What follows belongs to an exercise in optimizing a design on an open flow for small area and a short achievable clock period; a production flow would make more cautious choices. At most, simulation tests tie the RTL to the original design; equivalence was not proved. Function not checked in run 1: the RTL went through the layout flow alone. Power figures rest on the tool's default switching activity, not on a simulated workload.

===== flow/run.sh =====
#!/bin/bash
# synth_recipe.tcl (not shown) runs the flow's synth.tcl, then flattens the netlist and writes it again
# the make line also repeats each setting of config.mk as NAME=value (left out here)
make -C /OpenROAD-flow-scripts/flow DESIGN_CONFIG=/design/flow/config.mk WORK_HOME=/design/flow/orfs CLKGATE_MAP_FILE= SYNTH_SCRIPT=/design/flow/synth_recipe.tcl finish

===== flow/config.mk =====
export PLATFORM = sky130hd
export DESIGN_NAME = microprocessor
export DESIGN_NICKNAME = microprocessor
export VERILOG_FILES = /design/flow/design.v
export SDC_FILE = /design/flow/constraint.sdc
export NUM_CORES = 4
export LEC_CHECK = 0
export CAP_MARGIN = 20
export CORE_MARGIN = 2
export CORE_UTILIZATION = 40
export SETUP_SLACK_MARGIN = 4
export SLEW_MARGIN = 20

===== flow/constraint.sdc =====
create_clock -name core_clock -period 10.5 [get_ports {clk}]
set_input_delay 2.1000 -clock core_clock [delete_from_list [all_inputs] [get_ports {clk}]]
set_output_delay 2.1000 -clock core_clock [all_outputs]
set_load 0.01 [all_outputs]

===== flow/design.v =====
`timescale 1ns / 1ps
module microprocessor(
	input wire clk,
	input wire clr,
	input wire step,
	input wire [15:0] instruction,
	output wire [15:0] pc_out,
	output reg wb_en,
	output reg [3:0] wb_addr,
	output reg [15:0] wb_data,
	output reg st_en,
	output reg [1:0] st_addr,
	output reg [15:0] st_data
);
	wire [3:0] op = instruction[15:12];
	wire [3:0] ra = instruction[11:8];
	wire [3:0] rb = instruction[7:4];
	wire [3:0] rc = instruction[3:0];
	reg [15:0] pc;
	reg [255:0] R;           
	reg [63:0] M;            
	genvar gi;
	integer k;
	wire [15:0] r_wdata = wb_data & {16{~clr}};
	generate
		for (gi = 0; gi < 16; gi = gi + 1) begin : rf
			wire en = clr | (wb_en & (wb_addr == gi));
			always @(posedge clk)
				if (en) R[16*gi +: 16] <= r_wdata;
		end
	endgenerate
	wire [63:0] m_init = {16'd0, 16'd5, 16'd22, 16'd1};
	generate
		for (gi = 0; gi < 4; gi = gi + 1) begin : dm
			wire en = clr | (st_en & (st_addr == gi));
			always @(posedge clk)
				if (en) M[16*gi +: 16] <= clr ? m_init[16*gi +: 16] : st_data;
		end
	endgenerate
	reg [15:0] Ar, Br;
	always @* begin
		Ar = 16'd0;
		Br = 16'd0;
		for (k = 0; k < 16; k = k + 1) begin
			Ar = Ar | ({16{ra == k}} & R[16*k +: 16]);
			Br = Br | ({16{rb == k}} & R[16*k +: 16]);
		end
	end
	wire fwd_a = wb_en & (wb_addr == ra);
	wire fwd_b = wb_en & (wb_addr == rb);
	wire [15:0] A = fwd_a ? wb_data : Ar;
	wire [15:0] B = fwd_b ? wb_data : Br;
	wire is_logic = (op[3:1] == 3'b000);                  
	wire is_arith = (op == 4'd2) | (op[3:1] == 3'b011);   
	wire is_lw = (op == 4'd8);
	wire is_sw = (op == 4'd10);
	wire is_bne = (op == 4'd14);
	wire is_j = (op == 4'd15);
	wire sub = op[2];
	wire [15:0] x = A ^ {16{sub}};
	wire [15:0] p = (B ^ A) ^ {16{sub}};
	wire [15:0] g = B & x;
	wire [15:0] t = B | x;
	wire [15:0] gg = {g[15:1], g[0] | (t[0] & sub)};
	wire [15:0] tt = {t[15:1], 1'b0};
	wire [15:0] G1, T1, G2, T2, G3, T3, G4;
	generate
		for (gi = 0; gi < 16; gi = gi + 1) begin : ks
			if (gi == 0) begin : b0
				assign G1[gi] = gg[gi];
				assign T1[gi] = tt[gi];
			end else begin : b1
				assign G1[gi] = gg[gi] | (tt[gi] & gg[gi-1]);
				assign T1[gi] = tt[gi] & tt[gi-1];
			end
			if (gi < 2) begin : l2a
				assign G2[gi] = G1[gi];
				assign T2[gi] = T1[gi];
			end else begin : l2b
				assign G2[gi] = G1[gi] | (T1[gi] & G1[gi-2]);
				assign T2[gi] = T1[gi] & T1[gi-2];
			end
			if (gi < 4) begin : l3a
				assign G3[gi] = G2[gi];
				assign T3[gi] = T2[gi];
			end else begin : l3b
				assign G3[gi] = G2[gi] | (T2[gi] & G2[gi-4]);
				assign T3[gi] = T2[gi] & T2[gi-4];
			end
			if (gi < 8) begin : l4a
				assign G4[gi] = G3[gi];
			end else begin : l4b
				assign G4[gi] = G3[gi] | (T3[gi] & G3[gi-8]);
			end
		end
	endgenerate
	wire [15:0] sum = p ^ {G4[14:0], sub};
	wire [1:0] maddr = B[1:0] + rc[1:0];
	wire [15:0] lw_data = (st_en && st_addr == maddr) ? st_data : M[16*maddr +: 16];
	reg [15:0] res;
	always @* begin
		if (is_lw)
			res = lw_data;
		else case ({op[2], op[1:0]})
			3'b000: res = B & A;
			3'b001: res = B | A;
			3'b111: res = {15'd0, sum[15]};
			default: res = sum;
		endcase
	end
	wire wr = step & (is_logic | is_arith | is_lw);
	wire st = step & is_sw;
	wire [15:0] pc_c;        
	assign pc_c[0] = 1'b1;
	generate
		for (gi = 1; gi < 16; gi = gi + 1) begin : inc
			assign pc_c[gi] = &pc[gi-1:0];
		end
	endgenerate
	wire [15:0] pc_inc = pc ^ pc_c;
	wire [11:0] hi_inc = pc[15:4] + 12'd1;
	wire [11:0] hi_dec = pc[15:4] - 12'd1;
	wire [4:0] imm1 = {rc[3], rc} + 5'd1;                  
	wire [5:0] lo_sum = {2'b00, pc[3:0]} + {imm1[4], imm1};   
	wire [11:0] hi_br = lo_sum[5] ? hi_dec : (lo_sum[4] ? hi_inc : pc[15:4]);
	wire [15:0] pc_bne = {hi_br, lo_sum[3:0]};
	wire [15:0] pc_jmp = {pc_inc[15:12], instruction[11:0]};
	wire taken = is_bne & (B != A);
	wire [15:0] pc_nt = is_j ? pc_jmp : pc_inc;
	wire [15:0] pc_next = taken ? pc_bne : pc_nt;
	assign pc_out = pc;
	always @(posedge clk) begin
		if (clr) begin
			pc <= 16'd0;
			wb_en <= 1'b0;
			st_en <= 1'b0;
		end else begin
			if (step) pc <= pc_next;
			wb_en <= wr;
			st_en <= st;
		end
		wb_addr <= is_lw ? rb : rc;
		wb_data <= res;
		st_addr <= maddr;
		st_data <= B;
	end
endmodule

==> run summary, run 1 <==
run status=finished clean; sum of routed wire length over all layers=79000 µm; fraction of the cycle the final worst path needs=0.618; normalized max-slew margin=0.204; number of H-tree branching levels=2; fraction of the mapped netlist area in simple logic gates=0.111; unrepaired setup endpoints after global routing=yes; Filler cells=4630; crit-path max cell delay=0.87 ns; crit path cell chain=buf_4, buf_12, nor2_2, buf_4, a221oi_1, o221ai_1, a222oi_1, a21oi_2, inv_1, nor3_1, o41ai_2, and3_4, a211o_1, nand3_2, o2111ai_2, nand4b_4, xnor2_1, a211o_1; total negative slack for setup checks=0 ns; mux contribution to synthesized area=0.0889; clock insertion delay at the later pin of the skew report=0.60 ns; Crit. Startpoint=instruction[10]; I/O pin cnt=75; die outline height=232 µm; post-synthesis compound-gate area fraction=0.180; number of enable-type register cells in the synthesized netlist=320; Arr. time, crit path=around 6.9 ns; Net Count, Synth=1890; Via density=6.59; Post-Syn Instances=approximately 1800; min cycle time layout=6.49 ns; die footprint=~54000 µm²; proportion of register bits with asynchronous set or reset after synthesis=0; count of maximum capacitance violations=0; worst reg2reg path startpoint=wb_addr[0]; Antenna Violating Nets Remaining=0; overall fraction of global-route tracks in use=0.290; placeable core region=51300 µm²; wire length of the first global-routing pass=113000 µm; Worst Clk Skew=0.0306 ns; Hold/Removal Path Class=register to register; leakage component of the power=8.67 nW; number of nets in the final layout=1945; TritonCTS clock tree=done; IO Port Bufs=74; number of optimization iterations in the first detailed-route pass=8; depth of the most critical reg-to-reg path=13; Yosys reg bits=376; clk slew on worst S/H paths=0.06 ns; final weighted congestion of routability-driven global placement=just under 1; capture point of the worst reg-to-reg path=pc[15]; fraction of layout cells with a size suffix above 1=0.156; Routed wire per std cell=slightly above 30 µm; required time of the critical path=roughly 11 ns; Overflow after GRT=0; total half-perimeter wirelength after legalization and detailed placement=roughly 52000 µm; Final Power=just over 5 mW; final hold violations=0; areal power density over the cells=209 nW/µm²; clock root buffer=sky130_fd_sc_hd__clkbuf_16; number of distinct library cells after synthesis=98; number of antenna violations at the first check in global routing=1; standard-cell rows=83; DR DRC count=0; number of non-filler instances in the completed layout=2585; die width=232 µm; slew at the pin closest to its max-slew limit=1.19 ns; highest net fanout along the worst path=32; sequential share of the synthesized area=0.518; fraction of the mapped netlist area in adder cells=0.0357; timing-limited maximum frequency=154 MHz; average cell area after synthesis=11.4 µm²; crit path capture type=register; TritonCTS sink count=376; final hold slack=0.556 ns; clk buf depth=3; number of placed instances, taps included=roughly 2500; most common flop cell mapped by yosys=sky130_fd_sc_hd__edfxtp_1; max-slew violation count=0; final setup violation count=0; number of DRC markers in iteration 0=2388; worst supply voltage drop on vdd=roughly 0.1 mV; TritonCTS Buffers=41; class of the most critical setup path=primary input to register; worst setup path end=wb_data[10]; reg-to-reg setup timing slack=5.35 ns; dominant combinational cell family by area after synthesis=compound AO/OA/AOI/OAI gates; number of diodes added for antenna fixing=0; Post-Synth XOR/XNOR Area=0.0270; Mapped Area=20700 µm²; CP Launch Type=primary input; layout-stage area growth over the synthesis result=16.6%; final core utilization=0.471; effective utilization at floorplan=0.404; total via count after detailed routing=roughly 17000; cell type of the slowest stage on the worst timing path=sky130_fd_sc_hd__a222oi_1; maximum number of pins on one net before global-route repair=a little under 60; vias in the first global route=16400; Synth warnings=1
flip-flops by register name, summed over array words and instances (netlist names):
register  cells
st_data      16
R           256
M            64
wb_en         1
st_en         1
wb_data      16
st_addr       2
wb_addr       4
pc           16
where the power goes:
part	internal [mW]	switching [mW]	total, mW
logic	0.511	0.746	1.26
clock network	0.959	0.629	1.59
registers	1.97	0.233	2.20
total	3.44	1.61	5.05
layout make-up:
class	instances	area, µm²	area share
clock inverters	26	387	0.0160
well taps	680	851	0.0352
repair buffers	133	1280	0.0531
multi-input cells	1261	9600	0.397
clock buffers	50	1080	0.0447
flip-flops and latches	376	10700	0.444
inverters	59	235	0.00973
placed cells by master (no fill, tap or decap), types with 10 or more instances in the layout:
cell type / count
sky130_fd_sc_hd__a211oi_1: 14
sky130_fd_sc_hd__a21o_1: 16
sky130_fd_sc_hd__a21oi_1: 108
sky130_fd_sc_hd__a221oi_1: 27
sky130_fd_sc_hd__a22o_1: 26
sky130_fd_sc_hd__a22oi_1: 57
sky130_fd_sc_hd__a31oi_1: 16
sky130_fd_sc_hd__a32o_1: 22
sky130_fd_sc_hd__a32oi_1: 13
sky130_fd_sc_hd__and3_1: 14
sky130_fd_sc_hd__buf_4: 48
sky130_fd_sc_hd__clkbuf_16: 41
sky130_fd_sc_hd__clkdlybuf4s50_1: 63
sky130_fd_sc_hd__clkinv_2: 10
sky130_fd_sc_hd__dfxtp_1: 56
sky130_fd_sc_hd__edfxtp_1: 320
sky130_fd_sc_hd__ha_1: 52
sky130_fd_sc_hd__inv_1: 50
sky130_fd_sc_hd__mux2_2: 42
sky130_fd_sc_hd__mux2i_1: 78
sky130_fd_sc_hd__mux4_2: 23
sky130_fd_sc_hd__nand2_1: 99
sky130_fd_sc_hd__nand2b_1: 11
sky130_fd_sc_hd__nand3_1: 39
sky130_fd_sc_hd__nand3b_1: 12
sky130_fd_sc_hd__nand4_1: 11
sky130_fd_sc_hd__nor2_1: 120
sky130_fd_sc_hd__nor2b_1: 42
sky130_fd_sc_hd__nor2b_2: 11
sky130_fd_sc_hd__nor3_1: 26
sky130_fd_sc_hd__o211ai_1: 13
sky130_fd_sc_hd__o21ai_0: 69
sky130_fd_sc_hd__o221ai_1: 18
sky130_fd_sc_hd__o22ai_1: 22
sky130_fd_sc_hd__xnor2_1: 46
sky130_fd_sc_hd__xor2_1: 17
metrics by stage:
step / cell area, µm² / setup slack, ns
5_1_grt: 24200 / 3.97
3_3_place_gp: 22200 / 2.78
2_1_floorplan: 20700 / 4.09
6_report: 24200 / 4.01
4_1_cts: 23900 / 3.99
3_5_place_dp: 22200 / 2.74
worst max-delay path: cells and delay by family:
| family | cells | cell delay, ns |
|---|---|---|
| and+or+nand+nor | 5 | 0.74 |
| xor gates and xnor gates | 1 | 0.17 |
| buffers and inverters | 4 | 1.01 |
| AOI/OAI and AO/OA | 8 | 2.87 |
kinds of logic (layout without fill, tap and decap cells):
group / after synthesis / count (layout)
adder cells (fa/ha/maj): 59 / 59
XOR/XNOR: 64 / 64
buffers and inverters: 183 / 268
AND/OR/NAND/NOR: 455 / 458
AO/OA/AOI/OAI: 531 / 531
flip-flops: 376 / 376
multiplexers: 149 / 149
how the worst min path moves through the flow:
stage           start  endpoint  slack [ns]  cells past startpoint
2_1_floorplan  pc[15]    pc[15]        0.50                      2
3_3_place_gp   pc[15]    pc[15]        0.51                      2
3_5_place_dp   pc[15]    pc[15]        0.52                      2
4_1_cts        pc[15]    pc[15]        0.53                      2
5_1_grt        pc[15]    pc[15]        0.56                      2
6_report       pc[15]    pc[15]        0.56                      2
synth_stat cells, drive strengths merged, types with 52 or more instances:
library cell / count / area, µm²
edfxtp: 320 / 9610
nor2: 129 / 487
a21oi: 110 / 551
nand2: 99 / 372
o21ai: 92 / 468
mux2i: 81 / 811
buf: 67 / 385
a22oi: 58 / 440
clkbuf: 57 / 214
dfxtp: 56 / 1120
inv: 55 / 206
nor2b: 55 / 347
ha: 52 / 651
layer usage:
layer | wire (µm) | share of wire | vias to the layer above | GRT usage
met4 | 4780 | 0.061 | 0 | 0.151
met2 | 33900 | 0.43 | 1201 | 0.430
met3 | 9290 | 0.12 | 292 | 0.0744
met5 | 0 | 0 | - | 0
met1 | 31000 | 0.39 | 8380 | 0.390
li1 | - | - | 7160 | -
repair_timing:
item                                   4_1_cts  5_1_grt
resized for setup                           42       51
setup endpoints to repair                   26       18
buffers inserted                             3        7
hold buffers                                 0        0
endpoints found under the hold margin        0        0
pin swaps                                    2        8
cloned                                       1        2
==> inputs of run 2 (changes only) <==
==> flow/design.v (replaced) <==
`timescale 1ns / 1ps
module microprocessor(
	input wire clk,
	input wire clr,
	input wire step,
	input wire [15:0] instruction,
	output wire [15:0] pc_out,
	output reg wb_en,
	output reg [3:0] wb_addr,
	output wire [15:0] wb_data,
	output reg st_en,
	output reg [1:0] st_addr,
	output reg [15:0] st_data
);
	wire [3:0] op = instruction[15:12];
	wire [3:0] ra = instruction[11:8];
	wire [3:0] rb = instruction[7:4];
	wire [3:0] rc = instruction[3:0];
	reg [15:0] pc;
	reg [15:0] R [0:15];
	reg [15:0] M [0:3];
	reg [15:0] Aq, Bq;
	reg [2:0] q_op;
	reg q_lw;
	reg [1:0] q_laddr;
	wire [15:0] q_sum = Bq + (q_op[2] ? ~Aq : Aq) + {15'd0, q_op[2]};
	reg [15:0] res;
	always @* begin
		if (q_lw)
			res = M[q_laddr];
		else case (q_op[1:0])
			2'd0: res = Bq & Aq;
			2'd1: res = Bq | Aq;
			2'd2: res = q_sum;
			default: res = {15'd0, q_sum[15]};
		endcase
	end
	assign wb_data = res;
	wire [15:0] A = (wb_en && wb_addr == ra) ? res : R[ra];
	wire [15:0] B = (wb_en && wb_addr == rb) ? res : R[rb];
	wire [15:0] imm = {{12{rc[3]}}, rc};
	wire is_alu = (op == 4'd0) | (op == 4'd1) | (op == 4'd2) | (op == 4'd6) | (op == 4'd7);
	wire is_lw = (op == 4'd8);
	wire is_sw = (op == 4'd10);
	wire is_bne = (op == 4'd14);
	wire is_j = (op == 4'd15);
	wire [1:0] maddr = B[1:0] + rc[1:0];
	wire wr = step & (is_alu | is_lw);
	wire st = step & is_sw;
	wire [15:0] pc_inc = pc + 16'd1;
	wire taken = is_bne & (B != A);
	wire [15:0] pc_next = is_j ? {pc_inc[15:12], instruction[11:0]} :
	                      taken ? pc_inc + imm : pc_inc;
	assign pc_out = pc;
	integer i;
	always @(posedge clk) begin
		if (clr) begin
			pc <= 16'd0;
			for (i = 0; i < 16; i = i + 1) R[i] <= 16'd0;
			M[0] <= 16'd1; M[1] <= 16'd22; M[2] <= 16'd5; M[3] <= 16'd0;
			wb_en <= 1'b0;
			st_en <= 1'b0;
		end else begin
			if (step) pc <= pc_next;
			if (wb_en) R[wb_addr] <= res;
			if (st) M[maddr] <= B;
			wb_en <= wr;
			st_en <= st;
		end
		wb_addr <= is_lw ? rb : rc;
		Aq <= A;
		Bq <= B;
		q_op <= op[2:0];
		q_lw <= is_lw;
		q_laddr <= maddr;
		st_addr <= maddr;
		st_data <= B;
	end
endmodule
--- a/flow/config.mk
+++ b/flow/config.mk
@@ -8,5 +8,5 @@
 export CAP_MARGIN = 20
 export CORE_MARGIN = 2
 export CORE_UTILIZATION = 40
-export SETUP_SLACK_MARGIN = 4
+export SETUP_SLACK_MARGIN = 0.3
 export SLEW_MARGIN = 20
==> run 2 against run 1 <==
  * Final cell count decreased by 6.1%
  * Area after synthesis increased by 0.80%
  * Via count decreased by 16%
  * Utilization decreased by 1.2 points
  * Routed wire length decreased by 24%
  * Die area increased by 0.78%
  * Global-route usage decreased by 6.4 points
  * Hold slack got worse by 0.023 ns
  * Synthesized cell count decreased by 7.2%
  * Clock skew decreased by 0.0070 ns
  * Critical path type is now register to output port
  * Design area decreased by 2.2%
  * Still clean
  * First-iteration DRC count decreased by 35%
==> run summary, run 2 <==
Arr. time, crit path=4.60 ns (-2.34 ns); Antenna Violating Nets Remaining=0 (unchanged); Net Count, Synth=1742 (-7.8%); Post-Syn Instances=1687 (-7.2%); number of optimization iterations in the first detailed-route pass=5 (-3); Post-Synth XOR/XNOR Area=0.0373 (+0.0103); most common flop cell mapped by yosys=sky130_fd_sc_hd__edfxtp_1; Filler cells=4656 (+0.56%); leading cell type in the layout, fill and taps excluded=sky130_fd_sc_hd__nor2_1; sequential share of the synthesized area=0.517 (about the same); met1 Usage GRT=0.311 (-0.0790); unrepaired setup endpoints after global routing=no; most common cell in the netlist=sky130_fd_sc_hd__nor2_1; final weighted congestion of routability-driven global placement=0.860 (-12%); Hold/Removal Path Class=register to register; fraction of post-synthesis cell area in the top cell type by area=0.460 (-0.00366); standard-cell rows=83 (unchanged); timing-limited maximum frequency=149 MHz (-3.1%); DR DRC count=0 (unchanged); number of distinct library cells after synthesis=80 (-18%); post-synthesis compound-gate area fraction=0.0728 (-0.108); overall fraction of global-route tracks in use=0.226 (-0.0637); dominant combinational cell family by area after synthesis=multiplexers; crit-path max cell delay=0.81 ns (-0.06 ns); buffer count from post-CTS setup fixing=0 (-3); largest registers=R (256), M (64); Via density=5.90 (-10%); required time of the critical path=8.40 ns (-2.55 ns); global routing met3 resource utilization=0.0461 (-0.0284); count of maximum capacitance violations=0 (unchanged); fraction of the cycle the final worst path needs=0.638 (+0.0200); die outline height=233 µm (+0.39%); sum of routed wire length over all layers=60300 µm (-24%); Worst Clk Skew=0.0236 ns (-0.00703 ns); min cycle time layout=6.70 ns (+0.210 ns); run status=finished clean; crit path cell chain=buf_4, mux2i_1, inv_1, fa_1, a21oi_1, o221ai_1, a2111oi_0, o41a_1, inv_2, clkdlybuf4s50_1; TritonCTS Buffers=43 (+4.9%); highest net fanout along the worst path=19 (-41%); TritonCTS sink count=380 (+1.1%); number of nets in the final layout=1768 (-9.1%); Post-CTS Resized=0 (-100%); IO Port Bufs=74 (unchanged); total negative slack for setup checks=0 ns (unchanged); register bank with the most flops=R; Synth warnings=1 (unchanged); total half-perimeter wirelength after legalization and detailed placement=41500 µm (-20%); global-route layer with the greatest usage=met2; class of the most critical setup path=register to output port; crit path capture type=output port; cell types with the highest counts after synthesis=sky130_fd_sc_hd__nor2_1, sky130_fd_sc_hd__edfxtp_1, sky130_fd_sc_hd__mux4_2; fraction of layout cells with a size suffix above 1=0.166 (+0.00957); layout-stage area growth over the synthesis result=13.1%; number of placed instances, taps included=2347 (-6.0%); max-slew violation count=0 (unchanged); final setup violation count=0 (unchanged); areal power density over the cells=175 nW/µm² (-16%); number of DRC markers in iteration 0=1556 (-35%); number of non-filler instances in the completed layout=2427 (-6.1%); average cell area after synthesis=12.4 µm² (+8.6%); effective utilization at floorplan=0.406 (+0.00158); TritonCTS clock tree=done; die footprint=54100 µm² (+0.78%); met2 usage=0.368 (-0.0626); vias in the first global route=14500 (-12%); cell type of the slowest stage on the worst timing path=sky130_fd_sc_hd__o41a_1; normalized max-slew margin=0.232 (+0.0282); leakage component of the power=8.67 nW (about the same); Hold-fix buffers, CTS=0 (unchanged); highest-count cells in the layout ignoring fill and taps=sky130_fd_sc_hd__nor2_1, sky130_fd_sc_hd__edfxtp_1, sky130_fd_sc_hd__mux4_2; number of antenna violations at the first check in global routing=0 (-1); maximum number of pins on one net before global-route repair=48 (-17%); clk buf depth=3 (unchanged); number of H-tree branching levels=2 (unchanged); CP Launch Type=register; final hold violations=0 (unchanged); clk slew on worst S/H paths=0.06 ns (about the same); Mapped Area=20900 µm² (+0.80%); die width=233 µm (+0.39%); clock insertion delay at the later pin of the skew report=0.57 ns (-0.03 ns); worst supply voltage drop on vdd=0.126 mV (+29%); mux contribution to synthesized area=0.186 (+0.0971); Largest register FFs=256 (unchanged); placeable core region=51500 µm² (+0.40%); proportion of register bits with asynchronous set or reset after synthesis=0 (unchanged); area of the multi-input gates=9380 µm² (-2.3%); fraction of the mapped netlist area in simple logic gates=0.121 (+0.0109); number of enable-type register cells in the synthesized netlist=320 (unchanged); combined flip-flop and latch cell area=10800 µm² (+0.75%); wire length of the first global-routing pass=91100 µm (-20%); Overflow after GRT=0 (unchanged); fraction of the mapped netlist area in adder cells=0.0285 (-0.00723); dominant cells by area after synthesis=sky130_fd_sc_hd__edfxtp_1, sky130_fd_sc_hd__mux4_2, sky130_fd_sc_hd__nor2_1; Yosys reg bits=380 (+1.1%); clock root buffer=sky130_fd_sc_hd__clkbuf_16; slew at the pin closest to its max-slew limit=1.15 ns (-0.0379 ns); Routed wire per std cell=24.9 µm (-19%); cell taking the most area after synthesis=sky130_fd_sc_hd__edfxtp_1; number of diodes added for antenna fixing=0 (unchanged); total via count after detailed routing=14300 (-16%); I/O pin cnt=75 (unchanged)
==> run 2: final cells by class <==
cell class	instances	share of cell area
Multi-Input combinational cell	1130	0.397
Inverter	50	0.00794
Tap cell	680	0.0360
Clock inverter	27	0.0121
Timing Repair Buffer	108	0.0412
Clock buffer	52	0.0487
Sequential cell	380	0.457
==> run 2: logic make-up (layout without fill, tap and decap cells) <==
kind of cell               count (synthesis)  after routing
DFF                                      380            380
and+or+nand+nor                          579            579
adders and majority gates                 49             49
buffers and inverters                    177            237
AOI/OAI and AO/OA                        224            224
xor gates and xnor gates                  89             89
muxes                                    189            189
==> run 2: critical path, delay by kind of cell, from the launching register on <==
| kind | cells | cell delay [ns] |
|---|---|---|
| AO/OA/AOI/OAI | 4 | 1.68 |
| buffers and inverters | 4 | 1.12 |
| flip-flops | 1 | 0.29 |
| adder cells (fa/ha/maj) | 1 | 0.48 |
| multiplexers | 1 | 0.44 |
==> run 2: worst paths after layout <==
kind           start          end  slack (ns)  cells past startpoint
max          q_op[2]  wb_data[10]        3.80                     10
max reg2reg  q_op[2]      M[1][5]        4.00                     18
min           pc[13]       pc[13]        0.53                      2
min reg2reg   pc[13]       pc[13]        0.53                      2
==> run 2: through the flow <==
| step | power, mW | hold WS [ns] | utilization | setup WS, ns | cell area (µm²) |
|---|---|---|---|---|---|
| after CTS | 4.15 | 0.537 | 0.459 | 3.86 | 23600 |
| after global routing | 4.28 | 0.581 | 0.459 | 3.29 | 23600 |
| after floorplan | 2.30 | 0.535 | - | 4.47 | 20900 |
| after detailed placement | 2.61 | 0.529 | 0.431 | 3.28 | 22200 |
| final | 4.14 | 0.534 | 0.459 | 3.80 | 23600 |
| after global placement | 2.60 | 0.519 | 0.431 | 3.46 | 22200 |
==> run 2: power breakdown <==
group          leakage (nW)  internal, mW  total, mW  switching, mW
Sequential             3.79          1.70       1.76         0.0566
Clock                 0.703         0.929       1.55          0.621
Combinational          4.17         0.330      0.829          0.500
Total                  8.67          2.96       4.14           1.18
==> run 2: metal layers <==
layer / wire [µm] / up-vias
li1: - / 6360
met1: 25100 / 7263
met2: 28900 / 613
met3: 4950 / 94
met4: 1330 / 0
met5: 0 / -
==> inputs of run 3 (changes only) <==
==> flow/design.v (replaced) <==
`timescale 1ns / 1ps
module ALU(
	input wire [15:0] A,
	input wire [15:0] B,
	input wire [3:0] op,
	input wire [15:0] lw_data,
	output reg [15:0] res
);
	wire sub = op[2];
	wire [15:0] sum = B + (A ^ {16{sub}}) + {15'd0, sub};
	always @* begin
		if (op[3])
			res = lw_data;
		else case (op[1:0])
			2'd0: res = B & A;
			2'd1: res = B | A;
			2'd2: res = sum;
			default: res = {15'd0, sum[15]};
		endcase
	end
endmodule
`timescale 1ns / 1ps
module program_counter(
	input wire [15:0] pc,
	input wire [15:0] instruction,
	input wire [15:0] A,
	input wire [15:0] B,
	output wire [15:0] pc_next
);
	wire [3:0] op = instruction[15:12];
	wire [15:0] pc_inc = pc + 16'd1;
	wire [15:0] pc_bne = pc_inc + {{12{instruction[3]}}, instruction[3:0]};
	wire taken = (op == 4'd14) & (B != A);
	assign pc_next = (op == 4'd15) ? {pc_inc[15:12], instruction[11:0]} :
	                 taken ? pc_bne : pc_inc;
endmodule
`timescale 1ns / 1ps
module register_file(
	input wire [255:0] R,
	input wire [3:0] addr,
	output wire [15:0] data
);
	assign data = R[16*addr +: 16];
endmodule
`timescale 1ns / 1ps
module microprocessor(
	input wire clk,
	input wire clr,
	input wire step,
	input wire [15:0] instruction,
	output wire [15:0] pc_out,
	output reg wb_en,
	output reg [3:0] wb_addr,
	output reg [15:0] wb_data,
	output reg st_en,
	output reg [1:0] st_addr,
	output reg [15:0] st_data
);
	wire [3:0] op = instruction[15:12];
	wire [3:0] ra = instruction[11:8];
	wire [3:0] rb = instruction[7:4];
	wire [3:0] rc = instruction[3:0];
	reg [15:0] pc;
	reg [255:0] R;           
	reg [63:0] M;            
	genvar gi;
	wire [15:0] r_wdata = wb_data & {16{~clr}};
	generate
		for (gi = 0; gi < 16; gi = gi + 1) begin : rf
			wire en = clr | (wb_en & (wb_addr == gi));
			always @(posedge clk)
				if (en) R[16*gi +: 16] <= r_wdata;
		end
	endgenerate
	wire [63:0] m_init = {16'd0, 16'd5, 16'd22, 16'd1};
	generate
		for (gi = 0; gi < 4; gi = gi + 1) begin : dm
			wire en = clr | (st_en & (st_addr == gi));
			always @(posedge clk)
				if (en) M[16*gi +: 16] <= clr ? m_init[16*gi +: 16] : st_data;
		end
	endgenerate
	wire [15:0] Ar, Br;
	register_file read_a (.R(R), .addr(ra), .data(Ar));
	register_file read_b (.R(R), .addr(rb), .data(Br));
	wire [15:0] A = (wb_en && wb_addr == ra) ? wb_data : Ar;
	wire [15:0] B = (wb_en && wb_addr == rb) ? wb_data : Br;
	wire is_lw = (op == 4'd8);
	wire wr = step & ((op[3:1] == 3'b000) | (op == 4'd2) | (op[3:1] == 3'b011) | is_lw);
	wire st = step & (op == 4'd10);
	wire [1:0] maddr = B[1:0] + rc[1:0];
	wire [15:0] lw_data = (st_en && st_addr == maddr) ? st_data : M[16*maddr +: 16];
	wire [15:0] res;
	ALU alu0 (.A(A), .B(B), .op(op), .lw_data(lw_data), .res(res));
	wire [15:0] pc_next;
	program_counter pc0 (.pc(pc), .instruction(instruction), .A(A), .B(B), .pc_next(pc_next));
	assign pc_out = pc;
	always @(posedge clk) begin
		if (clr) begin
			pc <= 16'd0;
			wb_en <= 1'b0;
			st_en <= 1'b0;
		end else begin
			if (step) pc <= pc_next;
			wb_en <= wr;
			st_en <= st;
		end
		wb_addr <= is_lw ? rb : rc;
		wb_data <= res;
		st_addr <= maddr;
		st_data <= B;
	end
endmodule
--- a/flow/config.mk
+++ b/flow/config.mk
@@ -8,5 +8,7 @@
 export CAP_MARGIN = 20
 export CORE_MARGIN = 2
 export CORE_UTILIZATION = 40
-export SETUP_SLACK_MARGIN = 0.3
+export CTS_BUF_LIST = sky130_fd_sc_hd__clkbuf_8
+export SETUP_SLACK_MARGIN = 5
 export SLEW_MARGIN = 20
+export SYNTH_HIERARCHICAL = 1
==> run 3 against run 2 <==
  * Synthesized cell count fell by 18%
  * Clock-buffer cell count rose by 12
  * Power increased by 5.2%
  * Clock power down 19%
  * Non-clock buffer count grew 5
  * Highest routed layer unchanged
  * Fmax increased by 26%
  * First-iteration DRC count decreased by 27%
  * Sequential power rose by 15%
  * Final cell count decreased by 10%
==> run summary, run 3 <==
clock root buffer=sky130_fd_sc_hd__clkbuf_8; maximum number of pins on one net before global-route repair=66 (+38%); class of the most critical setup path=primary input to register; cell family with the largest share of critical-path delay=multiplexers; number of nets in the final layout=1526 (-14%); fraction of the cycle the final worst path needs=0.505 (-0.133); Post-Syn Instances=1386 (-18%); wire length of the first global-routing pass=78100 µm (-14%); combined flip-flop and latch cell area=10700 µm² (-0.74%); placeable core region=49000 µm² (-5.0%); effective utilization at floorplan=0.406 (about the same); Mapped Area=19900 µm² (-4.9%); clk slew on worst S/H paths=0.06 ns (about the same); leading cell type in the layout, fill and taps excluded=sky130_fd_sc_hd__edfxtp_1; fraction of post-synthesis cell area in the top cell type by area=0.484 (+0.0238); run status=finished clean; fraction of layout cells with a size suffix above 1=0.203 (+0.0373); crit-path max cell delay=0.45 ns (-0.36 ns); timing-limited maximum frequency=189 MHz (+26%); Overflow after GRT=0 (unchanged); number of distinct library cells after synthesis=63 (-21%); TritonCTS clock tree=done; total via count after detailed routing=12700 (-12%); unrepaired setup endpoints after global routing=no; global-route layer with the greatest usage=met2; largest registers=R (256), M (64); standard-cell rows=81 (-2.4%); number of placed instances, taps included=2065 (-12%); cell taking the most area after synthesis=sky130_fd_sc_hd__edfxtp_1; cell-internal power=3.03 mW (+2.5%); capture point of the worst reg-to-reg path=wb_data[8]; final setup violation count=0 (unchanged); DR DRC count=0 (unchanged); normalized max-slew margin=0.192 (-0.0400); smallest setup slack after layout=5.20 ns (+1.39 ns); combinational fraction of design power=0.246 (+0.046); number of non-filler instances in the completed layout=2184 (-10%); I/O pin cnt=75 (unchanged); portion of total power attributed to sequential cells=0.465 (+0.040); number of H-tree branching levels=2 (unchanged); TritonCTS sink count=376 (-1.1%); TritonCTS Buffers=61 (+42%); sum of routed wire length over all layers=53000 µm (-12%); highest net fanout along the worst path=38 (+19); cell type of the slowest stage on the worst timing path=sky130_fd_sc_hd__nor4_4; layout-stage area growth over the synthesis result=14.6%; worst hold path cell count=2 (unchanged); crit path cell chain=buf_4, buf_8, mux4_1, a22oi_1, nand2_1, mux2_2, xnor2_1, nand4_1, nor4_4, nor3_2, buf_4, mux2i_1, a21oi_1, mux2i_1, nor2_1; worst reg2reg path startpoint=wb_addr[1]; average cell area after synthesis=14.3 µm² (+16%); crit path capture type=register; Net Count, Synth=1444 (-17%); switching share of total power=0.303 (+0.0183); number of DRC markers in iteration 0=1131 (-27%); die width=227 µm (-2.4%); cell types with the highest counts after synthesis=sky130_fd_sc_hd__edfxtp_1, sky130_fd_sc_hd__mux4_2, sky130_fd_sc_hd__mux2i_1; worst setup slack after placement=2.92 ns (-0.366 ns); required time of the critical path=11.02 ns (+2.62 ns); total negative slack for setup checks=0 ns (unchanged); final weighted congestion of routability-driven global placement=0.846 (-1.6%); areal power density over the cells=191 nW/µm² (+9.2%); highest-count cells in the layout ignoring fill and taps=sky130_fd_sc_hd__edfxtp_1, sky130_fd_sc_hd__mux4_2, sky130_fd_sc_hd__mux2i_1; leakage component of the power=8.30 nW (-4.2%); final hold violations=0 (unchanged); share of total power in the clock network=0.289 (-0.086); count of maximum capacitance violations=0 (unchanged); slew at the pin closest to its max-slew limit=1.21 ns (+0.0570 ns); vias in the first global route=12600 (-13%); power spent charging and discharging nets=1.32 mW (+12%); die footprint=51500 µm² (-4.8%); worst-case hold path end point=pc[15]; Routed wire per std cell=24.3 µm (-2.3%); Via density=5.80 (-1.7%); overall fraction of global-route tracks in use=0.204 (-0.0225); depth of the most critical reg-to-reg path=14 (-4); clock insertion delay at the later pin of the skew report=0.68 ns (+0.11 ns); max-slew violation count=0 (unchanged); most common flop cell mapped by yosys=sky130_fd_sc_hd__edfxtp_1; clk buf depth=3 (unchanged); most common cell in the netlist=sky130_fd_sc_hd__edfxtp_1; Arr. time, crit path=5.82 ns (+1.22 ns); met1 Usage GRT=0.280 (-0.0314); total half-perimeter wirelength after legalization and detailed placement=34000 µm (-18%); die outline height=227 µm (-2.4%); worst path bufs/invs=3 (-1); met2 usage=0.330 (-0.0381); startpoint of the tightest hold check path=pc[15]; number of optimization iterations in the first detailed-route pass=5 (unchanged); IO Port Bufs=74 (unchanged); Worst Clk Skew=0.0293 ns (+0.00571 ns); Yosys reg bits=376 (-1.1%); register bank with the most flops=R; number of antenna violations at the first check in global routing=1 (+1); global routing met3 resource utilization=0.0422 (-0.00383); Largest register FFs=256 (unchanged); Filler cells=4283 (-8.0%); sequential share of the synthesized area=0.540 (+0.0228); number of diodes added for antenna fixing=0 (unchanged); min cycle time layout=5.30 ns (-1.39 ns); proportion of register bits with asynchronous set or reset after synthesis=0 (unchanged); dominant cells by area after synthesis=sky130_fd_sc_hd__edfxtp_1, sky130_fd_sc_hd__mux4_2, sky130_fd_sc_hd__dfxtp_1; reg-to-reg setup timing slack=6.45 ns (+2.45 ns); Hold-fix buffers, CTS=0 (unchanged); worst supply voltage drop on vdd=0.100 mV (-21%); CP Launch Type=primary input; area of the multi-input gates=8740 µm² (-6.8%); Synth warnings=8 (+7); number of enable-type register cells in the synthesized netlist=320 (unchanged); Antenna Violating Nets Remaining=0 (unchanged); Hold/Removal Path Class=register to register
[run 3: cell count changes after synthesis, sizes merged, moves of 18 or more]
cell	change
nor2	-301
mux2i	+51
mux2	+35
a22oi	+34
inv	-32
o211ai	+32
mux4	-30
nor3	+23
clkbuf	-22
nand2b	-18
[run 3: power groups by stage]
stage	Clock, mW	Combinational [mW]	Sequential [mW]
finish	1.26	1.07	2.02
global route	1.35	1.15	2.05
CTS	1.29	1.05	2.02
detailed placement	0	1.04	2.05
global placement	0	1.02	2.04
floorplan	0	0.711	2.00
[run 3: worst max path at each step]
| stage | startpoint | endpoint | slack, ns | cells after the start |
|---|---|---|---|---|
| 2_1_floorplan | instruction[4] | wb_data[0] | 5.02 | 13 |
| 3_3_place_gp | instruction[4] | wb_data[0] | 3.04 | 14 |
| 3_5_place_dp | instruction[4] | wb_data[0] | 2.92 | 14 |
| 4_1_cts | instruction[9] | wb_data[8] | 5.04 | 16 |
| 5_1_grt | instruction[5] | pc[9] | 5.01 | 15 |
| 6_report | instruction[5] | pc[2] | 5.20 | 15 |
[run 3: through the flow]
stage               utilization  hold WS, ns  instance area, µm²  power (mW)
floorplan                     -        0.554               19900        2.71
global placement          0.435        0.525               21300        3.06
detailed placement        0.435        0.557               21300        3.09
CTS                       0.462        0.568               22600        4.36
global route              0.465        0.602               22800        4.55
finish                    0.465        0.558               22800        4.35
[run 3: routing by layer]
layer | share of wire | wire length [µm] | vias to the layer above
met3 | 0.063 | 3340 | 88
li1 | - | - | 5721
met1 | 0.43 | 22900 | 6420
met5 | 0 | 0 | -
met4 | 0.023 | 1240 | 0
met2 | 0.48 | 25500 | 447
[run 3: cell families (layout without fill, tap and decap cells)]
family                     Yosys count  count (layout)  share of synthesized area
AOI/OAI and AO/OA                  245             245                     0.0828
xor gates and xnor gates            83              83                     0.0366
adders and majority gates           48              48                     0.0299
DFF                                376             376                      0.540
and+or+nand+nor                    277             277                     0.0719
muxes                              245             245                      0.210
buffers and inverters              112             246                     0.0284
[run 3: repair_timing]
item	in CTS	in global routing
gates resized for setup	18	22
cloned	0	3
pin swaps	1	2
setup endpoints to repair	32	28
buffers inserted	1	0
endpoints found under the hold margin	0	0
[run 3: final cells by class]
class / instances / area share
clock inverters: 51 / 0.0141
inverters: 18 / 0.00308
multi-input cells: 898 / 0.384
flip-flops and latches: 376 / 0.471
well taps: 664 / 0.0365
repair buffers: 113 / 0.0525
clock buffers: 64 / 0.0387
[run 3: per-module statistics from Yosys (local to each module, per instance)]
| module | cells | copies in the design | area [µm²] | flip-flops and latches |
|---|---|---|---|---|
| ALU | 201 | 1 | 1420 | 0 |
| microprocessor | 713 | 1 | 13100 | 376 |
| register_file | 137 | 2 | 1930 | 0 |
| program_counter | 198 | 1 | 1430 | 0 |
[run 3: worst register-to-register path: stages (launching register included)]
cell and delay [ns]:
sky130_fd_sc_hd__dfxtp_1 0.76, sky130_fd_sc_hd__xnor2_1 0.19, sky130_fd_sc_hd__nand3_1 0.15, sky130_fd_sc_hd__nor2_1 0.16, sky130_fd_sc_hd__buf_4 0.25, sky130_fd_sc_hd__mux2_2 0.45
sky130_fd_sc_hd__mux2i_2 0.26, sky130_fd_sc_hd__inv_1 0.09, sky130_fd_sc_hd__fa_1 0.41, sky130_fd_sc_hd__a21oi_1 0.24, sky130_fd_sc_hd__o211ai_1 0.22, sky130_fd_sc_hd__a21o_1 0.23
sky130_fd_sc_hd__a21oi_1 0.17, sky130_fd_sc_hd__xor2_1 0.25, sky130_fd_sc_hd__o21ai_0 0.11
==> inputs of run 4 (changes only) <==
==> flow/flow/run.sh (new file) <==
#!/bin/bash
# Own layout flow: the standard flow (standard.sh, the standard synthesis
# script and ORFS) with a few extra ORFS settings:
#  - the port buffers are sky130_fd_sc_hd__buf_4 instead of the resizer's default
#    choice (a slow delay cell);
#  - repair_timing aims for a larger setup margin.
# Each step's full output goes to a log file in the work folder.
set -euo pipefail
W=$(pwd)
X=("BUFFER_PORTS_ARGS=-buffer_cell sky130_fd_sc_hd__buf_4")
if [[ -f flow/extra.txt ]]; then
  while IFS= read -r line; do
    [[ -z "$line" || "$line" == \#* ]] && continue
    X+=("$line")
  done < flow/extra.txt
fi
printf '%s\n' "${X[@]}" > "$W/flow_settings.log"
bash standard.sh "${X[@]}" synth > "$W/flow_synth.log" 2>&1
bash standard.sh "${X[@]}" finish > "$W/flow_layout.log" 2>&1
test -f out/final.def
==> flow/flow/extra.txt (new file) <==
SETUP_SLACK_MARGIN=6.2
==> flow/standard.sh (new file) <==
#!/bin/bash
# synth_recipe.tcl (not shown) runs the flow's synth.tcl, then flattens the netlist and writes it again
# the make line also repeats each setting of config.mk as NAME=value (left out here)
make -C /OpenROAD-flow-scripts/flow DESIGN_CONFIG=/design/flow/config.mk WORK_HOME=/design/flow/orfs CLKGATE_MAP_FILE= SYNTH_SCRIPT=/design/flow/synth_recipe.tcl "${@:-finish}"
removed: flow/run.sh
==> run 4 against run 3 <==
  * Still clean on timing, DRC and antenna
  * Clock power is 8% higher
  * Global-route usage is 2.6 points higher
  * First-iteration DRC count rose by 5.2%
  * Critical path type unchanged
==> run summary, run 4 <==
run status=finished clean; Worst Clk Skew=0.0356 ns (+0.00632 ns); number of DRC markers in iteration 0=1190 (+5.2%); overall fraction of global-route tracks in use=0.230 (+0.0260); cell occurring most often along the worst timing path=sky130_fd_sc_hd__buf_16; die width=227 µm (unchanged); total half-perimeter wirelength after legalization and detailed placement=34100 µm (+0.21%); Routed wire per std cell=26.2 µm (+7.8%); number of nets in the final layout=1594 (+4.5%); Post-Syn Instances=1386 (unchanged); depth of the most critical reg-to-reg path=14 (unchanged); total negative slack for setup checks=0 ns (unchanged); clock root buffer=sky130_fd_sc_hd__clkbuf_8; Overflow after GRT=0 (unchanged); die outline height=227 µm (unchanged); normalized max-slew margin=0.207 (+0.0150); max-slew violation count=0 (unchanged); Filler cells=4086 (-4.6%); effective utilization at floorplan=0.406 (unchanged); timing-limited maximum frequency=209 MHz (+11%); Hold/Removal Path Class=register to register; Arr. time, crit path=5.27 ns (-0.55 ns); leakage component of the power=9.07 nW (+9.2%); final hold violations=0 (unchanged); vias in the first global route=13600 (+7.9%); cell type of the slowest stage on the worst timing path=sky130_fd_sc_hd__mux4_1; cell types with the highest counts after synthesis=sky130_fd_sc_hd__edfxtp_1, sky130_fd_sc_hd__mux4_2, sky130_fd_sc_hd__mux2i_1; die footprint=51500 µm² (unchanged); worst reg2reg path startpoint=wb_addr[1]; min cycle time layout=4.78 ns (-0.519 ns); DP Area=21300 µm² (about the same); crit path cell chain=buf_16, buf_16, mux4_1, a22oi_2, nand2_2, mux2_4, xor2_1, ha_2, and2_2, nand4_1, o311ai_4, xnor2_2, a221o_1; I/O pin cnt=75 (unchanged); crit path capture type=register; placeable core region=49000 µm² (unchanged); class of the most critical setup path=primary input to register; sequential share of the synthesized area=0.540 (unchanged); slew at the pin closest to its max-slew limit=1.19 ns (-0.0225 ns); maximum number of pins on one net before global-route repair=64 (-3.0%); number of diodes added for antenna fixing=0 (unchanged); Mapped Area=19900 µm² (unchanged); number of distinct library cells after synthesis=63 (unchanged); register bank with the most flops=R; DR DRC count=0 (unchanged); fraction of the cycle the final worst path needs=0.456 (-0.0494); met2 layer wire length in the routed design=28600 µm (+12%); worst hold path cell count=2 (unchanged); number of H-tree branching levels=3 (+1); CP Launch Type=primary input; Yosys reg bits=376 (unchanged); reg-to-reg setup timing slack=6.69 ns (+0.24 ns); number of optimization iterations in the first detailed-route pass=5 (unchanged); number of enable-type register cells in the synthesized netlist=320 (unchanged); capture point of the worst reg-to-reg path=pc[15]; final weighted congestion of routability-driven global placement=0.832 (-1.7%); largest registers=R (256), M (64); area of the multi-input gates=9500 µm² (+8.7%); WL met3=4060 µm (+22%); combined flip-flop and latch cell area=10700 µm² (unchanged); number of placed instances, taps included=2060 (-0.24%); number of non-filler instances in the completed layout=2250 (+3.0%); TritonCTS sink count=376 (unchanged); most common flop cell mapped by yosys=sky130_fd_sc_hd__edfxtp_1; Final Power=4.70 mW (+8.0%); unrepaired setup endpoints after global routing=yes; worst-case hold path end point=pc[15]; number of antenna violations at the first check in global routing=0 (-1); Via density=5.98 (+3.1%); proportion of register bits with asynchronous set or reset after synthesis=0 (unchanged); count of maximum capacitance violations=0 (unchanged); Largest register FFs=256 (unchanged); Hold-fix buffers, CTS=0 (unchanged); average cell area after synthesis=14.3 µm² (unchanged); Net Count, Synth=1444 (unchanged); Max Used Layer=met4; Synth warnings=8 (unchanged); clk buf depth=3 (unchanged); cell area after layout=24300 µm² (+6.8%); most common cell in the netlist=sky130_fd_sc_hd__edfxtp_1; areal power density over the cells=193 nW/µm² (+1.1%); crit-path max cell delay=0.57 ns (+0.12 ns); routed length on met1=24100 µm (+5.0%); highest net fanout along the worst path=8 (-79%); highest-count cells in the layout ignoring fill and taps=sky130_fd_sc_hd__edfxtp_1, sky130_fd_sc_hd__buf_4, sky130_fd_sc_hd__mux4_2; startpoint of the tightest hold check path=pc[15]; TritonCTS Buffers=70 (+15%); clock insertion delay at the later pin of the skew report=0.63 ns (-0.05 ns); dominant cells by area after synthesis=sky130_fd_sc_hd__edfxtp_1, sky130_fd_sc_hd__mux4_2, sky130_fd_sc_hd__dfxtp_1; TritonCTS clock tree=done; sum of routed wire length over all layers=58900 µm (+11%); total via count after detailed routing=13500 (+6.2%); leading cell type in the layout, fill and taps excluded=sky130_fd_sc_hd__edfxtp_1; fraction of post-synthesis cell area in the top cell type by area=0.484 (unchanged); final core utilization=0.497 (+0.0315); fraction of layout cells with a size suffix above 1=0.358 (+0.154); required time of the critical path=10.99 ns (-0.03 ns); Antenna Violating Nets Remaining=0 (unchanged); wire length of the first global-routing pass=86400 µm (+11%); clk slew on worst S/H paths=0.06 ns (about the same); worst supply voltage drop on vdd=0.0851 mV (-15%); IO Port Bufs=74 (unchanged); cell taking the most area after synthesis=sky130_fd_sc_hd__edfxtp_1; layout-stage area growth over the synthesis result=22.4%; standard-cell rows=81 (unchanged); final setup violation count=0 (unchanged)
## run 4: changes by cell type in the layout (fill, tap and decap cells not counted), sizes merged, moves of 7 or more
cell and change:
clkinv -7, clkbuf +13, clkdlybuf4s50 -65, buf +124
## run 4: logic make-up after synthesis
family	Yosys count	synth area share
fa+ha+maj	48	0.0299
simple gates	277	0.0719
compound gates	245	0.0828
xor+xnor	83	0.0366
buf+inv	112	0.0284
flops	376	0.540
mux	245	0.210
## run 4: how the worst max path moves through the flow
| stage | start | end | cells past startpoint |
|---|---|---|---|
| after floorplan | instruction[8] | wb_data[0] | 15 |
| after global placement | instruction[4] | wb_data[14] | 14 |
| after detailed placement | instruction[4] | pc[9] | 15 |
| after CTS | instruction[8] | wb_data[15] | 14 |
| after global routing | instruction[8] | wb_data[14] | 14 |
| final | instruction[8] | wb_data[15] | 13 |
## run 4: routing by layer
metal	up-vias	track usage
li1	5853	-
met3	139	0.0369
met1	6939	0.305
met4	0	0.0864
met5	-	0
met2	530	0.379
## run 4: timing repair
action,CTS,global route
gates cloned,14,1
pin swaps,70,31
setup endpoints to repair,36,32
buffers inserted,46,7
resized for setup,153,35
## run 4: area by class of cell
cell class / count / share of cell area
clock inverter: 44 / 0.0108
tap: 664 / 0.0342
clock buffer: 78 / 0.0442
multi-input combinational: 899 / 0.391
timing repair buffer: 171 / 0.0755
sequential: 376 / 0.441
inverter: 18 / 0.00309
## run 4: through the flow
| stage | setup WS (ns) | hold slack [ns] |
|---|---|---|
| after global routing | 5.62 | 0.573 |
| final | 5.72 | 0.557 |
| after detailed placement | 3.86 | 0.535 |
| after global placement | 3.87 | 0.531 |
| after floorplan | 5.36 | 0.554 |
| after CTS | 5.79 | 0.553 |
## run 4: Yosys stat by module (local to each module, per instance)
module,cells,flops+latches
microprocessor,713,376
ALU,201,0
register_file,137,0
program_counter,198,0
## run 4: critical path, delay by kind of cell
family / cells / cell delay (ns)
AOI/OAI and AO/OA: 3 / 0.82
adders and majority gates: 1 / 0.42
muxes: 2 / 0.88
buffers and inverters: 2 / 0.33
and+or+nand+nor: 3 / 0.46
xor gates and xnor gates: 2 / 0.24
## run 4: power by group
group	switching, mW	internal [mW]
sequential	0.141	1.88
clock	0.626	0.733
combinational	0.682	0.630
total	1.45	3.25
==> inputs of run 5 (changes only) <==
==> flow/flow/extra.txt (replaced) <==
SETUP_SLACK_MARGIN=5.5
==> run 5 against run 4 <==
  * Combinational power shrank 16%
  * Fmax shrank 3.0%
  * Clock skew shrank 0.0066 ns
  * Global-route usage shrank 1.3 points
  * Critical path depth grew 1
  * Register-to-register slack lost 0.14 ns
  * Critical path type unchanged
  * Largest power group unchanged
==> run summary, run 5 <==
placeable core region=49000 µm² (unchanged); Worst Clk Skew=0.0291 ns (-0.00655 ns); clock insertion delay at the later pin of the skew report=0.64 ns (about the same); Net Count, Synth=1444 (unchanged); number of antenna violations at the first check in global routing=5 (+5); final setup violation count=0 (unchanged); number of H-tree branching levels=3 (unchanged); number of non-filler instances in the completed layout=2208 (-1.9%); vias in the first global route=12700 (-6.1%); Routed wire per std cell=25.4 µm (-2.9%); I/O pin cnt=75 (unchanged); number of enable-type register cells in the synthesized netlist=320 (unchanged); number of optimization iterations in the first detailed-route pass=5 (unchanged); worst supply voltage drop on vdd=0.146 mV (+72%); Filler cells=4293 (+5.1%); slew at the pin closest to its max-slew limit=1.09 ns (-0.100 ns); register bank with the most flops=R; cell taking the most area after synthesis=sky130_fd_sc_hd__edfxtp_1; startpoint of the tightest hold check path=pc[15]; clk slew on worst S/H paths=0.06 ns (about the same); Overflow after GRT=0 (unchanged); overall fraction of global-route tracks in use=0.216 (-0.0132); fraction of post-synthesis cell area in the top cell type by area=0.484 (unchanged); areal power density over the cells=193 nW/µm² (-0.27%); Antenna Violating Nets Remaining=0 (unchanged); Synth warnings=8 (unchanged); Hold/Removal Path Class=register to register; number of nets in the final layout=1549 (-2.8%); total half-perimeter wirelength after legalization and detailed placement=33400 µm (-2.2%); die footprint=51500 µm² (unchanged); Post-Syn Instances=1386 (unchanged); number of placed instances, taps included=2063 (+0.15%); leakage component of the power=8.57 nW (-5.4%); Mapped Area=19900 µm² (unchanged); area of the multi-input gates=8840 µm² (-6.9%); CP Launch Type=primary input; normalized max-slew margin=0.274 (+0.0672); Largest register FFs=256 (unchanged); clock root buffer=sky130_fd_sc_hd__clkbuf_8; global routing met3 resource utilization=0.0517 (+0.0148); required time of the critical path=11.00 ns (about the same); TritonCTS clock tree=done; count of maximum capacitance violations=0 (unchanged); unrepaired setup endpoints after global routing=yes; met2 usage=0.355 (-0.0247); DR DRC count=0 (unchanged); die width=227 µm (unchanged); max-slew violation count=0 (unchanged); largest registers=R (256), M (64); most common flop cell mapped by yosys=sky130_fd_sc_hd__edfxtp_1; Crit. Startpoint=instruction[8]; Arr. time, crit path=5.43 ns (+0.16 ns); standard-cell rows=81 (unchanged); timing-limited maximum frequency=203 MHz (-3.0%); combined flip-flop and latch cell area=10700 µm² (unchanged); wire length of the first global-routing pass=81200 µm (-6.0%); Via density=5.82 (-2.7%); highest net fanout along the worst path=10 (+2); sequential share of the synthesized area=0.540 (unchanged); TritonCTS Buffers=66 (-5.7%); final hold violations=0 (unchanged); min cycle time layout=4.93 ns (+0.149 ns); crit path capture type=register; layout-stage area growth over the synthesis result=16.2%; effective utilization at floorplan=0.406 (unchanged); leading cell type in the layout, fill and taps excluded=sky130_fd_sc_hd__edfxtp_1; die outline height=227 µm (unchanged); highest-count cells in the layout ignoring fill and taps=sky130_fd_sc_hd__edfxtp_1, sky130_fd_sc_hd__mux4_2, sky130_fd_sc_hd__buf_4; average cell area after synthesis=14.3 µm² (unchanged); met1 Usage GRT=0.290 (-0.0148); worst reg2reg path startpoint=wb_addr[0]; proportion of register bits with asynchronous set or reset after synthesis=0 (unchanged); cell types with the highest counts after synthesis=sky130_fd_sc_hd__edfxtp_1, sky130_fd_sc_hd__mux4_2, sky130_fd_sc_hd__mux2i_1; final core utilization=0.472 (-0.0249); class of the most critical setup path=primary input to register; final weighted congestion of routability-driven global placement=0.824 (-0.95%); maximum number of pins on one net before global-route repair=65 (+1.6%); TritonCTS sink count=376 (unchanged); most common cell in the netlist=sky130_fd_sc_hd__edfxtp_1; Hold-fix buffers, CTS=0 (unchanged); dominant cells by area after synthesis=sky130_fd_sc_hd__edfxtp_1, sky130_fd_sc_hd__mux4_2, sky130_fd_sc_hd__dfxtp_1; fraction of layout cells with a size suffix above 1=0.277 (-0.0809); run status=finished clean; global-route layer with the greatest usage=met2; sum of routed wire length over all layers=56100 µm (-4.7%); fraction of the cycle the final worst path needs=0.470 (+0.0142); number of diodes added for antenna fixing=0 (unchanged); total negative slack for setup checks=0 ns (unchanged); Yosys reg bits=376 (unchanged); number of distinct library cells after synthesis=63 (unchanged); clk buf depth=3 (unchanged); IO Port Bufs=74 (unchanged); number of DRC markers in iteration 0=1003 (-16%); total via count after detailed routing=12900 (-4.5%)
==> run 5: cell counts after synthesis <==
No cell type changed its count.
==> run 5: worst max-delay path, stage by stage <==
cell and delay [ns]:
sky130_fd_sc_hd__buf_16 0.17, sky130_fd_sc_hd__buf_12 0.15, sky130_fd_sc_hd__buf_12 0.10, sky130_fd_sc_hd__mux4_2 0.47, sky130_fd_sc_hd__a22oi_1 0.24, sky130_fd_sc_hd__nand2_1 0.18
sky130_fd_sc_hd__mux2_2 0.34, sky130_fd_sc_hd__xor2_1 0.15, sky130_fd_sc_hd__ha_1 0.39, sky130_fd_sc_hd__and2_2 0.20, sky130_fd_sc_hd__nand4_1 0.12, sky130_fd_sc_hd__o311ai_2 0.33
sky130_fd_sc_hd__xnor2_1 0.16, sky130_fd_sc_hd__a221o_1 0.30
==> run 5: layout make-up <==
class,count,share of cell area
Inverter,18,0.00293
Sequential cell,376,0.465
Multi-Input combinational cell,899,0.383
Clock buffer,67,0.0399
Timing Repair Buffer,130,0.0588
Tap cell,664,0.0360
Clock inverter,54,0.0147
==> run 5: logic make-up (layout without fill, tap and decap cells) <==
| logic type | Yosys count | in the layout | synth area share |
|---|---|---|---|
| fa+ha+maj | 48 | 48 | 0.0299 |
| flops | 376 | 376 | 0.540 |
| mux | 245 | 245 | 0.210 |
| buf+inv | 112 | 269 | 0.0284 |
| simple gates | 277 | 278 | 0.0719 |
| xor+xnor | 83 | 83 | 0.0366 |
| compound gates | 245 | 245 | 0.0828 |
==> run 5: what timing repair did <==
action	in CTS	in global routing
buffers inserted	8	5
gates resized for setup	37	19
pin swaps	7	6
cloned	6	5
setup endpoints to repair	33	25
==> run 5: modules after synthesis (local to each module, per instance) <==
module           copies in the design  flip-flops and latches  cells
register_file                       2                       0    137
microprocessor                      1                     376    713
ALU                                 1                       0    201
program_counter                     1                       0    198
==> run 5: worst paths after layout <==
path	endpoint	slack, ns	cells after the start
setup / recovery	wb_data[15]	5.57	14
hold reg to reg	pc[15]	0.55	2
setup reg to reg	wb_data[15]	6.55	12
hold / removal	pc[15]	0.55	2
==> run 5: report_power, final <==
| part | internal, mW | switching [mW] | total [mW] |
|---|---|---|---|
| combinational | 0.501 | 0.604 | 1.10 |
| clock | 0.680 | 0.639 | 1.32 |
| sequential | 1.88 | 0.143 | 2.03 |
| total | 3.06 | 1.38 | 4.45 |
==> run 5: per-stage QoR <==
stage / hold slack (ns) / setup WS (ns) / power, mW / instance area (µm²)
after floorplan: 0.554 / 5.36 / 2.73 / 20100
after global placement: 0.530 / 3.39 / 3.06 / 21200
after detailed placement: 0.536 / 3.28 / 3.08 / 21200
after CTS: 0.548 / 5.50 / 4.45 / 22800
after global routing: 0.600 / 5.48 / 4.64 / 23100
final: 0.552 / 5.57 / 4.45 / 23100
==> run 5: layer usage <==
layer  up-vias  share of wire
met2       424           0.48
met1      6590           0.43
met3        82          0.069
met5         -        0.00036
li1       5751              -
met4         4          0.021
==> inputs of run 6 (changes only) <==
--- a/flow/config.mk
+++ b/flow/config.mk
@@ -8,7 +8,8 @@
 export CAP_MARGIN = 20
 export CORE_MARGIN = 2
 export CORE_UTILIZATION = 40
-export CTS_BUF_LIST = sky130_fd_sc_hd__clkbuf_8
+export CTS_CLUSTER_DIAMETER = 60
+export CTS_CLUSTER_SIZE = 16
 export SETUP_SLACK_MARGIN = 5
 export SLEW_MARGIN = 20
 export SYNTH_HIERARCHICAL = 1
==> run 6 against run 5 <==
  * Still clean on timing, DRC and antenna
  * Critical path depth did not move
  * Die area did not move
  * Sequential power barely moved
  * Fmax rose by 0.35%
  * Synthesized cell count did not move
  * Via count fell by 0.11%
  * First-iteration DRC count rose by 8.0%
  * Combinational power rose by 5%
  * Utilization rose by 0.68 points
  * Power fell by 0.30%
  * Largest power group unchanged
  * Highest routed layer unchanged
==> run summary, run 6 <==
highest-count cells in the layout ignoring fill and taps=sky130_fd_sc_hd__edfxtp_1, sky130_fd_sc_hd__buf_4, sky130_fd_sc_hd__mux4_2; min cycle time layout=4.91 ns (-0.0171 ns); number of non-filler instances in the completed layout=2168 (-1.8%); number of enable-type register cells in the synthesized netlist=320 (unchanged); clk slew on worst S/H paths=0.07 ns (about the same); combined flip-flop and latch cell area=10700 µm² (unchanged); Antenna Violating Nets Remaining=0 (unchanged); clock root buffer=sky130_fd_sc_hd__clkbuf_16; final setup violation count=0 (unchanged); cell types with the highest counts after synthesis=sky130_fd_sc_hd__edfxtp_1, sky130_fd_sc_hd__mux4_2, sky130_fd_sc_hd__mux2i_1; clock insertion delay at the later pin of the skew report=0.55 ns (-0.09 ns); die width=227 µm (unchanged); normalized max-slew margin=0.273 (-0.000888); CP Launch Type=primary input; I/O pin cnt=75 (unchanged); fraction of post-synthesis cell area in the top cell type by area=0.484 (unchanged); slew at the pin closest to its max-slew limit=1.09 ns (+0.00133 ns); Crit. Startpoint=instruction[8]; required time of the critical path=10.93 ns (-0.07 ns); capture point of the worst reg-to-reg path=wb_data[0]; TritonCTS Buffers=35 (-47%); worst setup slack after placement=3.28 ns (unchanged); number of optimization iterations in the first detailed-route pass=7 (+2); Worst Clk Skew=0.0208 ns (-0.00829 ns); final hold violations=0 (unchanged); highest net fanout along the worst path=6 (-4); Net Count, Synth=1444 (unchanged); effective utilization at floorplan=0.406 (unchanged); number of H-tree branching levels=2 (-1); total via count after detailed routing=12800 (-0.11%); most common flop cell mapped by yosys=sky130_fd_sc_hd__edfxtp_1; IO Port Bufs=74 (unchanged); DR DRC count=0 (unchanged); Largest register FFs=256 (unchanged); sequential share of the synthesized area=0.540 (unchanged); number of nets in the final layout=1545 (-0.26%); standard-cell rows=81 (unchanged); DP Area=21200 µm² (unchanged); crit path capture type=register; Mapped Area=19900 µm² (unchanged); count of maximum capacitance violations=0 (unchanged); vias in the first global route=12500 (-1.9%); unrepaired setup endpoints after global routing=yes; worst supply voltage drop on vdd=0.120 mV (-18%); wire length of the first global-routing pass=81700 µm (+0.54%); maximum number of pins on one net before global-route repair=64 (-1.5%); total half-perimeter wirelength after legalization and detailed placement=33400 µm (unchanged); reg-to-reg setup timing slack=6.63 ns (+0.08 ns); dominant cells by area after synthesis=sky130_fd_sc_hd__edfxtp_1, sky130_fd_sc_hd__mux4_2, sky130_fd_sc_hd__dfxtp_1; Overflow after GRT=0 (unchanged); clk buf depth=3 (unchanged); largest registers=R (256), M (64); cell area after layout=23400 µm² (+1.4%); Hold-fix buffers, CTS=0 (unchanged); number of placed instances, taps included=2063 (unchanged); overall fraction of global-route tracks in use=0.218 (+0.00147); max-slew violation count=0 (unchanged); area of the multi-input gates=9020 µm² (+2.0%); number of distinct library cells after synthesis=63 (unchanged); cell taking the most area after synthesis=sky130_fd_sc_hd__edfxtp_1; leading cell type in the layout, fill and taps excluded=sky130_fd_sc_hd__edfxtp_1; TritonCTS clock tree=done; sum of routed wire length over all layers=56900 µm (+1.4%); placeable core region=49000 µm² (unchanged); Routed wire per std cell=26.2 µm (+3.2%); die outline height=227 µm (unchanged); run status=finished clean; TritonCTS sink count=376 (unchanged); register bank with the most flops=R; depth of the most critical reg-to-reg path=13 (+1); Filler cells=4197 (-2.2%); Via density=5.92 (+1.7%); layout-stage area growth over the synthesis result=17.9%; worst setup path end=wb_data[0]; number of antenna violations at the first check in global routing=5 (unchanged); timing-limited maximum frequency=203 MHz (+0.35%); number of DRC markers in iteration 0=1083 (+8.0%); leakage component of the power=8.61 nW (+0.39%); worst reg2reg path startpoint=wb_addr[0]; Synth warnings=8 (unchanged); Final Power=4.44 mW (-0.30%); areal power density over the cells=189 nW/µm² (-1.7%); most common cell in the netlist=sky130_fd_sc_hd__edfxtp_1; smallest setup slack after layout=5.59 ns (+0.0171 ns); average cell area after synthesis=14.3 µm² (unchanged); Post-Syn Instances=1386 (unchanged); Yosys reg bits=376 (unchanged); fraction of the cycle the final worst path needs=0.468 (-0.00163); proportion of register bits with asynchronous set or reset after synthesis=0 (unchanged); class of the most critical setup path=primary input to register; Arr. time, crit path=5.35 ns (-0.08 ns); fraction of layout cells with a size suffix above 1=0.293 (+0.0160); total negative slack for setup checks=0 ns (unchanged); number of diodes added for antenna fixing=0 (unchanged); die footprint=51500 µm² (unchanged); final weighted congestion of routability-driven global placement=0.824 (unchanged); Hold/Removal Path Class=register to register
## run 6: cell counts after synthesis
No cell type changed its count.
## run 6: how the worst min path moves through the flow
stage	end	cells after the start	from	slack (ns)
after floorplan	pc[15]	2	pc[15]	0.55
after global placement	pc[15]	2	pc[15]	0.53
after detailed placement	pc[15]	2	pc[15]	0.54
after CTS	pc[15]	2	pc[15]	0.55
after global routing	pc[10]	2	pc[10]	0.60
final	pc[15]	2	pc[15]	0.55
## run 6: where the power goes
group / total [mW] / switching [mW] / internal [mW]
Sequential: 2.02 / 0.143 / 1.88
Clock: 1.26 / 0.595 / 0.664
Combinational: 1.15 / 0.623 / 0.530
Total: 4.44 / 1.36 / 3.07
## run 6: per-module statistics from Yosys, one instance, submodules excluded
| module | flip-flops and latches | copies in the design |
|---|---|---|
| ALU | 0 | 1 |
| microprocessor | 376 | 1 |
| program_counter | 0 | 1 |
| register_file | 0 | 2 |
## run 6: layer usage
metal  up-vias  GRT usage  wire length, µm
met1      6630      0.297            24800
met5         -          0               18
li1       5736          -                -
met4         4     0.0539             1140
met2       392      0.361            27400
met3        75     0.0387             3500
## run 6: critical path: stages
cell and delay, ns:
sky130_fd_sc_hd__buf_16 0.14, sky130_fd_sc_hd__buf_4 0.16, sky130_fd_sc_hd__mux4_1 0.57, sky130_fd_sc_hd__a22oi_2 0.22
sky130_fd_sc_hd__nand2_1 0.16, sky130_fd_sc_hd__mux2_4 0.34, sky130_fd_sc_hd__xor2_1 0.17, sky130_fd_sc_hd__ha_1 0.37
sky130_fd_sc_hd__nand4_1 0.19, sky130_fd_sc_hd__inv_1 0.07, sky130_fd_sc_hd__a22oi_2 0.17, sky130_fd_sc_hd__o311ai_2 0.15
sky130_fd_sc_hd__xnor2_1 0.19, sky130_fd_sc_hd__a221o_1 0.31
## run 6: metrics by stage
stage               hold WS, ns   util
global placement          0.530  0.432
detailed placement        0.536  0.432
finish                    0.553  0.479
floorplan                 0.554      -
CTS                       0.549  0.467
global route              0.601  0.479
## run 6: cell families (layout without fill, tap and decap cells)
logic type | after synthesis | in the layout | synth area share
DFF | 376 | 376 | 0.540
adders and majority gates | 48 | 48 | 0.0299
AOI/OAI and AO/OA | 245 | 245 | 0.0828
muxes | 245 | 245 | 0.210
and+or+nand+nor | 277 | 279 | 0.0719
buffers and inverters | 112 | 228 | 0.0284
xor gates and xnor gates | 83 | 83 | 0.0366
## run 6: timing repair
action | 4_1_cts | 5_1_grt
gates resized for setup | 44 | 59
buffers inserted | 14 | 19
pin swaps | 10 | 15
cloned | 10 | 8
setup endpoints to repair | 33 | 28
## run 6: final cells by class
| class | count | area share |
|---|---|---|
| Inverter | 18 | 0.00299 |
| Clock buffer | 42 | 0.0408 |
| Sequential cell | 376 | 0.458 |
| Multi-Input combinational cell | 900 | 0.385 |
| Clock inverter | 12 | 0.00588 |
| Timing Repair Buffer | 156 | 0.0718 |
| Tap cell | 664 | 0.0355 |

## port drivers added, routing unchanged
No port has a modelled driver above. Below, the same layouts with a new extraction and two added sets of constraints.
Step 1: set_driving_cell puts a clkbuf_16 on clk and a buf_2 on each other input, an assumption about the parent block.
Step 2, shift: input delay + t, output delay - t, t = (earliest + latest rising clock arrival at the registers) / 2. This alone moves slack from input paths to output paths.
a / b / c = ideal / step 1 / step 2; a / b = the first two.
run	t, ns	setup WS [ns]	latest minus earliest clock arrival (ns)
run 1	0.639	4.015 / 4.041 / 3.402	0.034 / 0.034
run 2	0.617	3.804 / 3.748 / 3.271	0.025 / 0.025
run 3	0.712	5.198 / 5.136 / 4.425	0.032 / 0.033
run 4	0.668	5.717 / 5.446 / 4.778	0.036 / 0.036
run 5	0.675	5.569 / 5.425 / 4.750	0.029 / 0.029
run 6	0.597	5.586 / 5.403 / 4.806	0.022 / 0.023
After both steps setup and hold are still met in every run listed. For run 4, which loses most, drivers alone change the setup slack by -0.271 ns; drivers and shift together by -0.939 ns.
